Context: an optimization exercise on an open-source flow, tuned for small area. The choices shown serve that exercise and are no tape-out recipe. The RTL of this run was laid out without a check of its function.

File: flow/flow/run.sh
#!/bin/bash
# The standard layout (the standard.sh, standard synthesis unchanged), with the port
# buffers made from the smallest buffer cell, and non-critical gates downsized after global routing. make's full output goes to layout.log here;
# each ORFS step also keeps its own log under orfs/logs/.
set -euo pipefail
export BUFFER_PORTS_ARGS="-buffer_cell sky130_fd_sc_hd__buf_1"
export RECOVER_POWER=100
bash standard.sh > layout.log 2>&1
File: flow/standard.sh
#!/bin/bash
# synth_recipe.tcl (not shown) runs the flow's synth.tcl, then flattens the netlist and writes it again
# the make line also repeats each setting of config.mk as NAME=value (left out here)
make -C /OpenROAD-flow-scripts/flow DESIGN_CONFIG=/design/flow/config.mk WORK_HOME=/design/flow/orfs CLKGATE_MAP_FILE= SYNTH_SCRIPT=/design/flow/synth_recipe.tcl "${@:-finish}"
File: flow/config.mk
export PLATFORM = sky130hd
export DESIGN_NAME = htop
export DESIGN_NICKNAME = htop
export VERILOG_FILES = /design/flow/design.v
export SDC_FILE = /design/flow/constraint.sdc
export NUM_CORES = 4
export LEC_CHECK = 0
export CAP_MARGIN = 20
export CORE_MARGIN = 2
export CORE_UTILIZATION = 30
export CTS_BUF_LIST = sky130_fd_sc_hd__clkbuf_8
export SLEW_MARGIN = 20
export SYNTH_HIERARCHICAL = 1
File: flow/constraint.sdc
create_clock -name core_clock -period 6.5 [get_ports {clk_scl}]
set_input_delay 1.3000 -clock core_clock [delete_from_list [all_inputs] [get_ports {clk_scl}]]
set_output_delay 1.3000 -clock core_clock [all_outputs]
set_load 0.01 [all_outputs]
File: flow/design.v
module fadd (input a, input b, input c, output s, output co);
assign {co, s} = a + b + c;
endmodule
module hadd (input a, input b, output s, output co);
assign {co, s} = a + b;
endmodule
module htop (
    rst_n_scl,clk_scl,
    scl_i_vsync,scl_i_hsync,
    scl_i_data_r,scl_i_data_g,scl_i_data_b,
    scl_cfg_mode,scl_cfg_rsz,scl_cfg_flt,scl_i_data_en,
    scl_o_vsync,scl_o_hsync,
    scl_o_data_en,
    scl_o_data_r,scl_o_data_g,scl_o_data_b);
input rst_n_scl,clk_scl;
input scl_i_vsync,scl_i_hsync;
input [7:0] scl_i_data_r,scl_i_data_g,scl_i_data_b;
input scl_i_data_en,scl_cfg_mode,scl_cfg_rsz;
input [1:0] scl_cfg_flt;
output scl_o_vsync,scl_o_hsync;
output scl_o_data_en;
output [7:0] scl_o_data_r,scl_o_data_g,scl_o_data_b;
reg [7:0] r0,r1,r2,r3,r4,r5,ro;
reg [7:0] g0,g1,g2,g3,g4,g5,go;
reg [7:0] b0,b1,b2,b3,b4,b5,bo;
reg e0,e1,e2,e3,e4;         
reg k2,k3,k4,k5,ko;         
reg [1:0] cnt;              
reg [5:0] vsync_d,hsync_d;
reg vo,ho;
reg cset1, rev;
reg selg, selh, xf, yf;
wire mode = scl_cfg_mode;
wire keep1 = !mode || (scl_cfg_rsz ? (cnt == 2'd0) : !cnt[0]);
wire ldr = mode & k2;
wire ldg = mode & k3;
wire ldb = mode & k4;
wire [7:0] xa = selg ? g4 : r3;
wire [7:0] xb = selg ? g3 : r2;
wire [7:0] xc = selh ? g2 : r1;
wire [7:0] xd0 = selh ? g1 : r0;
wire [7:0] xd = xf ? xd0 : xc;
wire [7:0] yd = yf ? b2 : b3;
wire [15:0] ua, ub, uc, ud, uy;
assign ua = {rev ? yd : b5, rev ? xd : xa};
assign ub = {rev ? b3 : b4, rev ? xc : xb};
assign uc = {rev ? b4 : b3, rev ? xb : xc};
assign ud = {rev ? b5 : yd, rev ? xa : xd};
wire [7:0] yx = uy[7:0];
wire [7:0] yy = uy[15:8];
genvar u;
generate for (u = 0; u < 2; u = u + 1) begin : unit
    wire [7:0] a = ua[8*u +: 8];
    wire [7:0] b = ub[8*u +: 8];
    wire [7:0] c = uc[8*u +: 8];
    wire [7:0] d = ud[8*u +: 8];
    wire set1 = cset1;
    wire [7:0] y;
    wire [7:0] na = ~a, nb = ~b, nd = ~d;
    wire n0 = !set1 & a[0];
    wire n1 = !set1 & a[1];
    wire n2 = !set1 & a[2];
    wire n3 = set1 ? c[0] : a[3];
    wire n4 = set1 ? c[1] : a[4];
    wire n5 = set1 ? c[2] : a[5];
    wire n6 = set1 ? c[3] : a[6];
    wire n7 = set1 ? c[4] : a[7];
    wire n8 = set1 & c[5];
    wire n9 = set1 & c[6];
    wire n10 = set1 & c[7];
    wire n11 = !set1 & b[0];
    wire n12 = set1 ? d[0] : b[1];
    wire n13 = set1 ? d[1] : b[2];
    wire n14 = set1 ? d[2] : b[3];
    wire n15 = set1 ? d[3] : b[4];
    wire n16 = set1 ? d[4] : b[5];
    wire n17 = set1 ? d[5] : b[6];
    wire n18 = set1 ? d[6] : b[7];
    wire n19 = set1 & d[7];
    wire n20 = !(!set1 & b[0]);
    wire n21 = !(set1 ? a[0] : b[1]);
    wire n22 = !(set1 ? a[1] : b[2]);
    wire n23 = !(set1 ? a[2] : b[3]);
    wire n24 = !(set1 ? a[3] : b[4]);
    wire n25 = !(set1 ? a[4] : b[5]);
    wire n26 = !(set1 ? a[5] : b[6]);
    wire n27 = !(set1 ? a[6] : b[7]);
    wire n28 = !(set1 & a[7]);
    wire n29 = !set1 & c[0];
    wire n30 = !set1 & c[1];
    wire n31 = set1 ? c[0] : c[2];
    wire n32 = set1 ? c[1] : c[3];
    wire n33 = set1 ? c[2] : c[4];
    wire n34 = set1 ? c[3] : c[5];
    wire n35 = set1 ? c[4] : c[6];
    wire n36 = set1 ? c[5] : c[7];
    wire n37 = set1 & c[6];
    wire n38 = set1 & c[7];
    wire n39 = !(!set1 & d[0]);
    wire n40 = !(set1 ? a[0] : d[1]);
    wire n41 = !(set1 ? a[1] : d[2]);
    wire n42 = !(set1 ? a[2] : d[3]);
    wire n43 = !(set1 ? a[3] : d[4]);
    wire n44 = !(set1 ? a[4] : d[5]);
    wire n45 = !(set1 ? a[5] : d[6]);
    wire n46 = !(set1 ? a[6] : d[7]);
    wire n47 = !(set1 & a[7]);
    wire n48 = !(set1 & b[0]);
    wire n49 = !(set1 & b[1]);
    wire n50 = !(set1 & b[2]);
    wire n51 = !(set1 & b[3]);
    wire n52 = !(set1 & b[4]);
    wire n53 = !(set1 & b[5]);
    wire n54 = !(set1 & b[6]);
    wire n55 = !(set1 & b[7]);
    wire n56 = !(set1 & b[0]);
    wire n57 = !(set1 & b[1]);
    wire n58 = !(set1 & b[2]);
    wire n59 = !(set1 & b[3]);
    wire n60 = !(set1 & b[4]);
    wire n61 = !(set1 & b[5]);
    wire n62 = !(set1 & b[6]);
    wire n63 = !(set1 & b[7]);
    wire n64 = set1 & c[0];
    wire n65 = set1 & c[1];
    wire n66 = set1 & c[2];
    wire n67 = set1 & c[3];
    wire n68 = set1 & c[4];
    wire n69 = set1 & c[5];
    wire n70 = set1 & c[6];
    wire n71 = set1 & c[7];
    wire n72 = !(set1 & d[0]);
    wire n73 = !(set1 & d[1]);
    wire n74 = !(set1 & d[2]);
    wire n75 = !(set1 & d[3]);
    wire n76 = !(set1 & d[4]);
    wire n77 = !(set1 & d[5]);
    wire n78 = !(set1 & d[6]);
    wire n79 = !(set1 & d[7]);
    wire n80 = !n0;
    wire n81 = !na[0];
    wire n82 = !na[1];
    wire n83 = !na[2];
    wire n84 = !na[3];
    wire n85 = !na[5];
    wire n86 = !na[7];
    wire n87 = !b[3];
    wire n88 = !b[4];
    wire n89 = !b[7];
    wire n90 = !b[7];
    wire n91 = !b[7];
    wire n92, n93;
    hadd un92 (.a(c[4]), .b(n5), .s(n92), .co(n93));
    wire n94, n95;
    fadd un94 (.a(na[4]), .b(c[5]), .c(n6), .s(n94), .co(n95));
    wire n96, n97;
    fadd un96 (.a(c[6]), .b(n7), .c(n17), .s(n96), .co(n97));
    wire n98, n99;
    hadd un98 (.a(n23), .b(n32), .s(n98), .co(n99));
    wire n100, n101;
    fadd un100 (.a(na[6]), .b(c[7]), .c(n8), .s(n100), .co(n101));
    wire n102, n103;
    fadd un102 (.a(n18), .b(n24), .c(n33), .s(n102), .co(n103));
    wire n104, n105;
    hadd un104 (.a(n47), .b(n49), .s(n104), .co(n105));
    wire n106, n107;
    fadd un106 (.a(b[0]), .b(n9), .c(n19), .s(n106), .co(n107));
    wire n108, n109;
    fadd un108 (.a(n25), .b(n34), .c(n50), .s(n108), .co(n109));
    wire n110, n111;
    fadd un110 (.a(b[1]), .b(n10), .c(n26), .s(n110), .co(n111));
    wire n112, n113;
    hadd un112 (.a(c[2]), .b(n3), .s(n112), .co(n113));
    wire n114, n115;
    fadd un114 (.a(c[3]), .b(n4), .c(n14), .s(n114), .co(n115));
    wire n116, n117;
    fadd un116 (.a(n20), .b(n29), .c(n43), .s(n116), .co(n117));
    wire n118, n119;
    fadd un118 (.a(n92), .b(n15), .c(n21), .s(n118), .co(n119));
    wire n120, n121;
    fadd un120 (.a(n30), .b(n44), .c(n58), .s(n120), .co(n121));
    wire n122, n123;
    hadd un122 (.a(n72), .b(na[2]), .s(n122), .co(n123));
    wire n124, n125;
    fadd un124 (.a(n94), .b(n16), .c(n22), .s(n124), .co(n125));
    wire n126, n127;
    fadd un126 (.a(n31), .b(n45), .c(n59), .s(n126), .co(n127));
    wire n128, n129;
    fadd un128 (.a(n73), .b(na[3]), .c(n93), .s(n128), .co(n129));
    wire n130, n131;
    fadd un130 (.a(n96), .b(n98), .c(n46), .s(n130), .co(n131));
    wire n132, n133;
    fadd un132 (.a(n48), .b(n60), .c(n64), .s(n132), .co(n133));
    wire n134, n135;
    fadd un134 (.a(n74), .b(n85), .c(n95), .s(n134), .co(n135));
    wire n136, n137;
    fadd un136 (.a(n100), .b(n102), .c(n104), .s(n136), .co(n137));
    wire n138, n139;
    fadd un138 (.a(n61), .b(n65), .c(n75), .s(n138), .co(n139));
    wire n140, n141;
    fadd un140 (.a(na[5]), .b(n97), .c(n99), .s(n140), .co(n141));
    wire n142, n143;
    fadd un142 (.a(n106), .b(n108), .c(n62), .s(n142), .co(n143));
    wire n144, n145;
    fadd un144 (.a(n66), .b(n76), .c(n86), .s(n144), .co(n145));
    wire n146, n147;
    fadd un146 (.a(n101), .b(n103), .c(n105), .s(n146), .co(n147));
    wire n148, n149;
    fadd un148 (.a(n110), .b(n35), .c(n51), .s(n148), .co(n149));
    wire n150, n151;
    fadd un150 (.a(n63), .b(n67), .c(n77), .s(n150), .co(n151));
    wire n152, n153;
    fadd un152 (.a(na[7]), .b(n107), .c(n109), .s(n152), .co(n153));
    wire n154, n155;
    fadd un154 (.a(b[2]), .b(n27), .c(n36), .s(n154), .co(n155));
    wire n156, n157;
    fadd un156 (.a(n52), .b(n68), .c(n78), .s(n156), .co(n157));
    wire n158, n159;
    fadd un158 (.a(n28), .b(n37), .c(n53), .s(n158), .co(n159));
    wire n160, n161;
    hadd un160 (.a(c[0]), .b(n1), .s(n160), .co(n161));
    wire n162, n163;
    fadd un162 (.a(c[1]), .b(n2), .c(n12), .s(n162), .co(n163));
    wire n164, n165;
    fadd un164 (.a(n112), .b(n13), .c(n42), .s(n164), .co(n165));
    wire n166, n167;
    hadd un166 (.a(n56), .b(na[0]), .s(n166), .co(n167));
    wire n168, n169;
    fadd un168 (.a(n114), .b(n116), .c(n57), .s(n168), .co(n169));
    wire n170, n171;
    fadd un170 (.a(na[1]), .b(n83), .c(n113), .s(n170), .co(n171));
    wire n172, n173;
    fadd un172 (.a(n118), .b(n120), .c(n122), .s(n172), .co(n173));
    wire n174, n175;
    fadd un174 (.a(n84), .b(n115), .c(n117), .s(n174), .co(n175));
    wire n176, n177;
    fadd un176 (.a(n124), .b(n126), .c(n128), .s(n176), .co(n177));
    wire n178, n179;
    fadd un178 (.a(n119), .b(n121), .c(n123), .s(n178), .co(n179));
    wire n180, n181;
    fadd un180 (.a(n130), .b(n132), .c(n134), .s(n180), .co(n181));
    wire n182, n183;
    fadd un182 (.a(n125), .b(n127), .c(n129), .s(n182), .co(n183));
    wire n184, n185;
    fadd un184 (.a(n136), .b(n138), .c(n140), .s(n184), .co(n185));
    wire n186, n187;
    fadd un186 (.a(n131), .b(n133), .c(n135), .s(n186), .co(n187));
    wire n188, n189;
    fadd un188 (.a(n142), .b(n144), .c(n146), .s(n188), .co(n189));
    wire n190, n191;
    fadd un190 (.a(n137), .b(n139), .c(n141), .s(n190), .co(n191));
    wire n192, n193;
    fadd un192 (.a(n148), .b(n150), .c(n152), .s(n192), .co(n193));
    wire n194, n195;
    fadd un194 (.a(n143), .b(n145), .c(n147), .s(n194), .co(n195));
    wire n196, n197;
    fadd un196 (.a(n154), .b(n156), .c(n111), .s(n196), .co(n197));
    wire n198, n199;
    fadd un198 (.a(n149), .b(n151), .c(n153), .s(n198), .co(n199));
    wire n200, n201;
    fadd un200 (.a(n158), .b(n69), .c(n79), .s(n200), .co(n201));
    wire n202, n203;
    fadd un202 (.a(n87), .b(n155), .c(n157), .s(n202), .co(n203));
    wire n204, n205;
    fadd un204 (.a(n38), .b(n54), .c(n70), .s(n204), .co(n205));
    wire n206, n207;
    fadd un206 (.a(b[3]), .b(n88), .c(n159), .s(n206), .co(n207));
    wire n208, n209;
    fadd un208 (.a(b[5]), .b(n55), .c(n71), .s(n208), .co(n209));
    wire n210, n211;
    hadd un210 (.a(n160), .b(n11), .s(n210), .co(n211));
    wire n212, n213;
    fadd un212 (.a(n162), .b(n41), .c(n81), .s(n212), .co(n213));
    wire n214, n215;
    fadd un214 (.a(n164), .b(n166), .c(n82), .s(n214), .co(n215));
    wire n216, n217;
    fadd un216 (.a(n168), .b(n170), .c(n165), .s(n216), .co(n217));
    wire n218, n219;
    fadd un218 (.a(n172), .b(n174), .c(n169), .s(n218), .co(n219));
    wire n220, n221;
    fadd un220 (.a(n176), .b(n178), .c(n173), .s(n220), .co(n221));
    wire n222, n223;
    fadd un222 (.a(n180), .b(n182), .c(n177), .s(n222), .co(n223));
    wire n224, n225;
    fadd un224 (.a(n184), .b(n186), .c(n181), .s(n224), .co(n225));
    wire n226, n227;
    fadd un226 (.a(n188), .b(n190), .c(n185), .s(n226), .co(n227));
    wire n228, n229;
    fadd un228 (.a(n192), .b(n194), .c(n189), .s(n228), .co(n229));
    wire n230, n231;
    fadd un230 (.a(n196), .b(n198), .c(n193), .s(n230), .co(n231));
    wire n232, n233;
    fadd un232 (.a(n200), .b(n202), .c(n197), .s(n232), .co(n233));
    wire n234, n235;
    fadd un234 (.a(n204), .b(n206), .c(n201), .s(n234), .co(n235));
    wire n236, n237;
    fadd un236 (.a(n208), .b(b[4]), .c(n205), .s(n236), .co(n237));
    wire n238, n239;
    hadd un238 (.a(n210), .b(n40), .s(n238), .co(n239));
    wire n240, n241;
    fadd un240 (.a(n212), .b(n161), .c(n211), .s(n240), .co(n241));
    wire n242, n243;
    fadd un242 (.a(n214), .b(n163), .c(n213), .s(n242), .co(n243));
    wire n244, n245;
    fadd un244 (.a(n216), .b(n167), .c(n215), .s(n244), .co(n245));
    wire n246, n247;
    fadd un246 (.a(n218), .b(n171), .c(n217), .s(n246), .co(n247));
    wire n248, n249;
    fadd un248 (.a(n220), .b(n175), .c(n219), .s(n248), .co(n249));
    wire n250, n251;
    fadd un250 (.a(n222), .b(n179), .c(n221), .s(n250), .co(n251));
    wire n252, n253;
    fadd un252 (.a(n224), .b(n183), .c(n223), .s(n252), .co(n253));
    wire n254, n255;
    fadd un254 (.a(n226), .b(n187), .c(n225), .s(n254), .co(n255));
    wire n256, n257;
    fadd un256 (.a(n228), .b(n191), .c(n227), .s(n256), .co(n257));
    wire n258, n259;
    fadd un258 (.a(n230), .b(n195), .c(n229), .s(n258), .co(n259));
    wire n260, n261;
    fadd un260 (.a(n232), .b(n199), .c(n231), .s(n260), .co(n261));
    wire n262, n263;
    fadd un262 (.a(n234), .b(n203), .c(n233), .s(n262), .co(n263));
    wire n264, n265;
    fadd un264 (.a(n236), .b(n207), .c(n235), .s(n264), .co(n265));
    wire n266, n267;
    fadd un266 (.a(b[6]), .b(n209), .c(n237), .s(n266), .co(n267));
    wire [18:0] sx = {n91, n90, n89, n266, n264, n262, n260, n258, n256, n254, n252, n250, n248, n246, n244, n242, n240, n238, n39};
    wire [18:0] sy = {1'b0, 1'b0, n267, n265, n263, n261, n259, n257, n255, n253, n251, n249, n247, n245, n243, n241, n239, n0, n80};
    wire [18:0] g = sx & sy, p = sx ^ sy;
    wire G0 = g[1] | (p[1] & g[0]);
    wire P0 = p[1] & p[0];
    wire G1 = g[3] | (p[3] & g[2]);
    wire P1 = p[3] & p[2];
    wire G2 = g[5] | (p[5] & g[4]);
    wire P2 = p[5] & p[4];
    wire G3 = g[7] | (p[7] & g[6]);
    wire P3 = p[7] & p[6];
    wire G4 = g[9] | (p[9] & g[8]);
    wire P4 = p[9] & p[8];
    wire G5 = g[11] | (p[11] & g[10]);
    wire P5 = p[11] & p[10];
    wire G6 = g[13] | (p[13] & g[12]);
    wire P6 = p[13] & p[12];
    wire G7 = g[15] | (p[15] & g[14]);
    wire P7 = p[15] & p[14];
    wire G8 = g[17] | (p[17] & g[16]);
    wire P8 = p[17] & p[16];
    wire G9 = g[2] | (p[2] & G0);
    wire P9 = p[2] & P0;
    wire G10 = G1 | (P1 & G0);
    wire P10 = P1 & P0;
    wire G11 = g[6] | (p[6] & G2);
    wire P11 = p[6] & P2;
    wire G12 = G3 | (P3 & G2);
    wire P12 = P3 & P2;
    wire G13 = g[10] | (p[10] & G4);
    wire P13 = p[10] & P4;
    wire G14 = G5 | (P5 & G4);
    wire P14 = P5 & P4;
    wire G15 = g[14] | (p[14] & G6);
    wire P15 = p[14] & P6;
    wire G16 = G7 | (P7 & G6);
    wire P16 = P7 & P6;
    wire G17 = g[18] | (p[18] & G8);
    wire P17 = p[18] & P8;
    wire G18 = g[4] | (p[4] & G10);
    wire P18 = p[4] & P10;
    wire G19 = G2 | (P2 & G10);
    wire P19 = P2 & P10;
    wire G20 = G11 | (P11 & G10);
    wire P20 = P11 & P10;
    wire G21 = G12 | (P12 & G10);
    wire P21 = P12 & P10;
    wire G22 = g[12] | (p[12] & G14);
    wire P22 = p[12] & P14;
    wire G23 = G6 | (P6 & G14);
    wire P23 = P6 & P14;
    wire G24 = G15 | (P15 & G14);
    wire P24 = P15 & P14;
    wire G25 = G16 | (P16 & G14);
    wire P25 = P16 & P14;
    wire G26 = g[8] | (p[8] & G21);
    wire P26 = p[8] & P21;
    wire G27 = G4 | (P4 & G21);
    wire P27 = P4 & P21;
    wire G28 = G13 | (P13 & G21);
    wire P28 = P13 & P21;
    wire G29 = G14 | (P14 & G21);
    wire P29 = P14 & P21;
    wire G30 = G22 | (P22 & G21);
    wire P30 = P22 & P21;
    wire G31 = G23 | (P23 & G21);
    wire P31 = P23 & P21;
    wire G32 = G24 | (P24 & G21);
    wire P32 = P24 & P21;
    wire G33 = G25 | (P25 & G21);
    wire P33 = P25 & P21;
    wire G34 = g[16] | (p[16] & G33);
    wire P34 = p[16] & P33;
    wire G35 = G8 | (P8 & G33);
    wire P35 = P8 & P33;
    wire G36 = G17 | (P17 & G33);
    wire P36 = P17 & P33;
    wire [18:0] s = {p[18] ^ G35, p[17] ^ G34, p[16] ^ G33, p[15] ^ G32, p[14] ^ G31, p[13] ^ G30, p[12] ^ G29, p[11] ^ G28, p[10] ^ G27, p[9] ^ G26, p[8] ^ G21, p[7] ^ G20, p[6] ^ G19, p[5] ^ G18, p[4] ^ G10, p[3] ^ G9, p[2] ^ G0, p[1] ^ g[0], p[0]};
    assign y = s[18] ? 8'd0 : (s[17] ? 8'd255 : s[16:9]);
    assign uy[8*u +: 8] = y;
end endgenerate
wire fr = e1 & !e2;    
wire fg = e2 & !e3;
wire fb = e3 & !e4;
always @(posedge clk_scl) begin
    r0 <= scl_i_data_r;
    g0 <= scl_i_data_g;
    b0 <= scl_i_data_b;
    if (e0) r1 <= r0;
    if (e1) g2 <= g1;
    if (e2) b3 <= b2;
    r2 <= r1;
    r3 <= ldr ? yx : (fr ? r1 : r2);
    r4 <= r3; r5 <= r4; ro <= r5;
    g1 <= g0; g3 <= g2;
    g4 <= ldg ? yx : (fg ? g2 : g3);
    g5 <= g4; go <= g5;
    b1 <= b0; b2 <= b1; b4 <= b3;
    b5 <= ldb ? yy : (fb ? b3 : b4);
    bo <= b5;
    cnt <= (e0 & e1) ? cnt + 2'd1 : 2'd0;
    cset1 <= scl_cfg_flt[0] ^ scl_cfg_flt[1];
    rev <= scl_cfg_flt[1];
    e1 <= e0; e2 <= e1; e3 <= e2; e4 <= e3;
    selg <= k2;
    selh <= k2 & scl_cfg_mode;    
    xf <= k2 ? (e1 & e0) : (e0 & scl_i_data_en);
    yf <= e2 & e1;
end
always @(posedge clk_scl or negedge rst_n_scl) begin
    if (!rst_n_scl) begin
        e0 <= 0;
        k2 <= 0; k3 <= 0; k4 <= 0; k5 <= 0; ko <= 0;
        vsync_d <= 0; hsync_d <= 0; vo <= 0; ho <= 0;
    end else begin
        e0 <= scl_i_data_en;
        k2 <= e1 & keep1; k3 <= k2; k4 <= k3; k5 <= k4; ko <= k5;
        vsync_d <= {vsync_d[4:0], scl_i_vsync};
        hsync_d <= {hsync_d[4:0], scl_i_hsync};
        vo <= vsync_d[5];
        ho <= hsync_d[5];
    end
end
assign scl_o_data_r = ro;
assign scl_o_data_g = go;
assign scl_o_data_b = bo;
assign scl_o_data_en = ko;
assign scl_o_vsync = vo;
assign scl_o_hsync = ho;
endmodule
==> impl_metrics.tcl <==
set metrics [dict create \
    outcome "complete, no violations" \
    timing.critical_path.arrival_ns 6.71 \
    cpMostUsedCell "fa_1" \
    yosys.cell_types.count 51 \
    critPathCapture "r3[2]" \
    initial_antenna_violation_count 0 \
    min_period_ns 6.327 \
    max-clock-path-buffers 2 \
    drt_pre_antenna_iters 5 \
    detail-route-antenna-nets 0 \
    cts_made_buffers 17 \
    final_design_area_no_fill_mm2 0.01422 \
    worstHoldPathType "reg2reg" \
    placeableCoreArea_mm2 0.03883 \
    critical_path_buf_inv_count 4 \
    place_congestion 0.9569 \
    setup.worst_path.end_class "register" \
    relative_slew_slack 0.3423 \
    critical_path_cell_count 23 \
    design.portCount 60 \
    syn_area_per_cell_um2 11.63 \
    synthesis.nets 1268 \
    final_net_count 1420 \
    path_max_fanout 7 \
    cts.sinks 200 \
    critical_path.startpoint_type "register" \
    grt_use_total 0.1435 \
    max_freq_mhz 158.1 \
    timing.critical_path.slowest_cell_delay_ns 0.53 \
    regToRegStartpoint "selh" \
    timing.max_cap.violations 0 \
    post_dp_cell_area_mm2 0.01335 \
    tightestPinTransition_ns 0.9865 \
    final_cells 1703 \
    critical_path.cell_chain "buf_8 > mux2i_2 > mux2i_1 > mux2i_1 > nand2b_1 > inv_1 > fa_1 > fa_2 > fa_1 > fa_1 > fa_1 > ha_1 > or3_1 > a221oi_4 > o31ai_4 > o311ai_4 > nand2_2 > inv_2 > fa_2 > xor2_2 > nor2_1 > buf_4 > a221oi_2" \
    dieWidth_um 202.9 \
    grt_pass1_wl_mm 45.26 \
    slew_violations 0 \
    setup.worst_path.class "reg2reg" \
    synth_edf_count 24 \
    detail_route.iter0.violations 500 \
    num_antenna_cells 0 \
    synth.yosys.seq_area_share 0.3662 \
    setup_tns_ns 0 \
    worst-r2r-setup-slack_ns 0.17 \
    yosysWarningCount 7 \
    routed-via-count 7872 \
    globalRouteOverflowTotal 0 \
    synth-main-ff-cell "dfxtp_1" \
    wp_data_required_ns 6.88 \
    clkTransAtPathRegs_ns 0.11 \
    grt_setup_unrepaired "yes" \
    routed_via_density 4.622 \
    depth_of_the_most_critical_reg_to_reg_path 23 \
    critPathLaunch "selh" \
    rows 72 \
    synth.ff_latch_count 200 \
    grt_start_max_net_pins 53 \
    clk-insertion-delay-late_ns 0.47 \
    routed_wl_mm 28.96 \
    io_buffers 59 \
    fin_skew_ns 0.01613 \
    setup_viol 0 \
    post-place-cells 1655 \
    post-dp-hpwl_mm 23.92 \
    whs_ns 0.3303 \
    mostFrequentLayoutCell "dfxtp_1" \
    grt_pass1_vias 8230 \
    cts_tree "done" \
    detail_route.drc_violations 0 \
    areaGrowthSynthToFinish_pct 19.90 \
    final_layout_size_suffix_gt1_frac 0.2194 \
    synthesis.instances 1020 \
    critical_path_s_slowest_cell "fa_1" \
    worst_r2r_endpoint "r3[2]" \
    finalHoldViolCount 0 \
    cts_root_buf "clkbuf_8" \
    cts_htree_levels 4 \
    mappedNetlistArea_mm2 0.01186 \
    initial_core_util 0.3056 \
    path_delay_family "adder cells" \
    wire_per_inst_um 17.00 \
    synthArstFlopShare 0.1000 \
    design.die.area_mm2 0.04115 \
    hold-path-cell-count 0 \
    fin_crit_sh 0.9733 \
    mostFrequentLayoutCells "152 x dfxtp_1, 146 x fa_1, 101 x buf_4" \
    die_h_um 202.9 \
]
==> cells by family (layout without fill, tap and decap cells) <==
| kind of cell | after synthesis | in the layout | share of synthesized area |
|---|---|---|---|
| AO/OA/AOI/OAI | 175 | 175 | 0.09871 |
| XOR/XNOR | 16 | 16 | 0.01181 |
| AND/OR/NAND/NOR | 231 | 231 | 0.08469 |
| adder cells (fa/ha/maj) | 215 | 215 | 0.3293 |
| flip-flops | 200 | 200 | 0.3662 |
| multiplexers | 89 | 89 | 0.07878 |
| buffers and inverters | 94 | 259 | 0.03058 |
==> metrics by stage <==
step	util	setup WS [ns]
floorplan	-	0.02885
global placement	0.3437	-0.2801
detailed placement	0.3437	-0.3127
CTS	0.3556	0.01888
global route	0.3664	-0.1201
finish	0.3664	0.1735
==> state kept, by name (all words and copies together), names as in the netlist, 2 cells and up <==
signal and cells:
r3 8, b4 8, cnt 2, r5 8
hsync_d 6, g4 8, bo 8, r0 8
g3 8, g5 8, g2 8, r2 8
r1 8, vsync_d 6, b0 8, g1 8
g0 8, b1 8, b5 8, r4 8
b3 8, go 8, b2 8, ro 8
==> layer usage <==
layer | track usage | part of all wire | wire length [um] | vias to the layer above
li1 | - | - | - | 3760
met1 | 0.1932 | 0.46 | 13350 | 3868
met2 | 0.2331 | 0.47 | 13560 | 199
met3 | 0.01942 | 0.036 | 1030 | 45
met4 | 0.05944 | 0.035 | 1025 | 0
met5 | 0 | 0 | 0 | -
==> synthesized netlist by cell type, types with 9 or more instances <==
master    number  area (um2)
a21o_1        10       75.07
a21oi_1       61       305.3
a221oi_1      22       192.7
and2_1        13       81.33
buf_1          9       33.78
clkbuf_1      27       101.4
dfrtp_1       20       500.5
dfxtp_1      156        3123
edfxtp_1      24       720.7
fa_1         162        3243
ha_1          53       663.1
inv_1         52       195.2
mux2_2        25       281.5
mux2i_1       63       630.6
nand2_1       84       315.3
nand3_1        9       45.04
nor2_1        86       322.8
o21ai_0       37       185.2
or2_2          9       56.30
==> Yosys stat by module, one instance, submodules excluded <==
module | flip-flops and latches | area (um2) | cells inside | times used
hadd | 0 | 12.51 | 1 | 18
htop | 200 | 8476 | 844 | 1
fadd | 0 | 20.02 | 1 | 158
==> layout make-up <==
cell class	count	area, um2
multi-input combinational	726	7491
fill	3791	24600
tap	518	648.1
inverter	55	210.2
clock inverter	15	158.9
timing repair buffer	172	1129
sequential	200	4354
clock buffer	17	234.0
==> worst min-delay path by stage <==
stage / start / end / slack [ns]
after floorplan: b0[0] / b1[0] / 0.31
after global placement: r5[3] / ro[3] / 0.31
after detailed placement: g0[5] / g1[5] / 0.31
after CTS: r5[5] / ro[5] / 0.33
after global routing: r5[5] / ro[5] / 0.33
final: r5[5] / ro[5] / 0.33
==> what timing repair did <==
action / 4_1_cts / 5_1_grt
setup endpoints to repair: 21 / 24
cloned: 0 / 1
pin swaps: 4 / 55
resized for setup: 11 / 85
hold buffers: 0 / 0
buffers inserted: 3 / 12

separate check: timing with driven ports:
No port has a modelled driver above. Below, the same layout with a new extraction and two added sets of constraints.
Step 1, drivers: a clkbuf_16 drives clk_scl and a buf_2 each remaining input, both assumed.
Step 2 moves the port delays by t, midway between the first and last clock arrival at a register: inputs arrive t later, outputs are due t later. That takes back most of the time a late clock gives input paths.
a / b / c = no drivers / after step 1 / after step 2; a / b = the first two.
t, ns: 0.504
slack for setup (ns): 0.173 / 0.173 / 0.173
worst setup path at the end: register to register
After both steps this run still meets setup and hold. For this run, drivers alone change the setup slack by 0.000 ns; drivers and shift together by 0.000 ns.
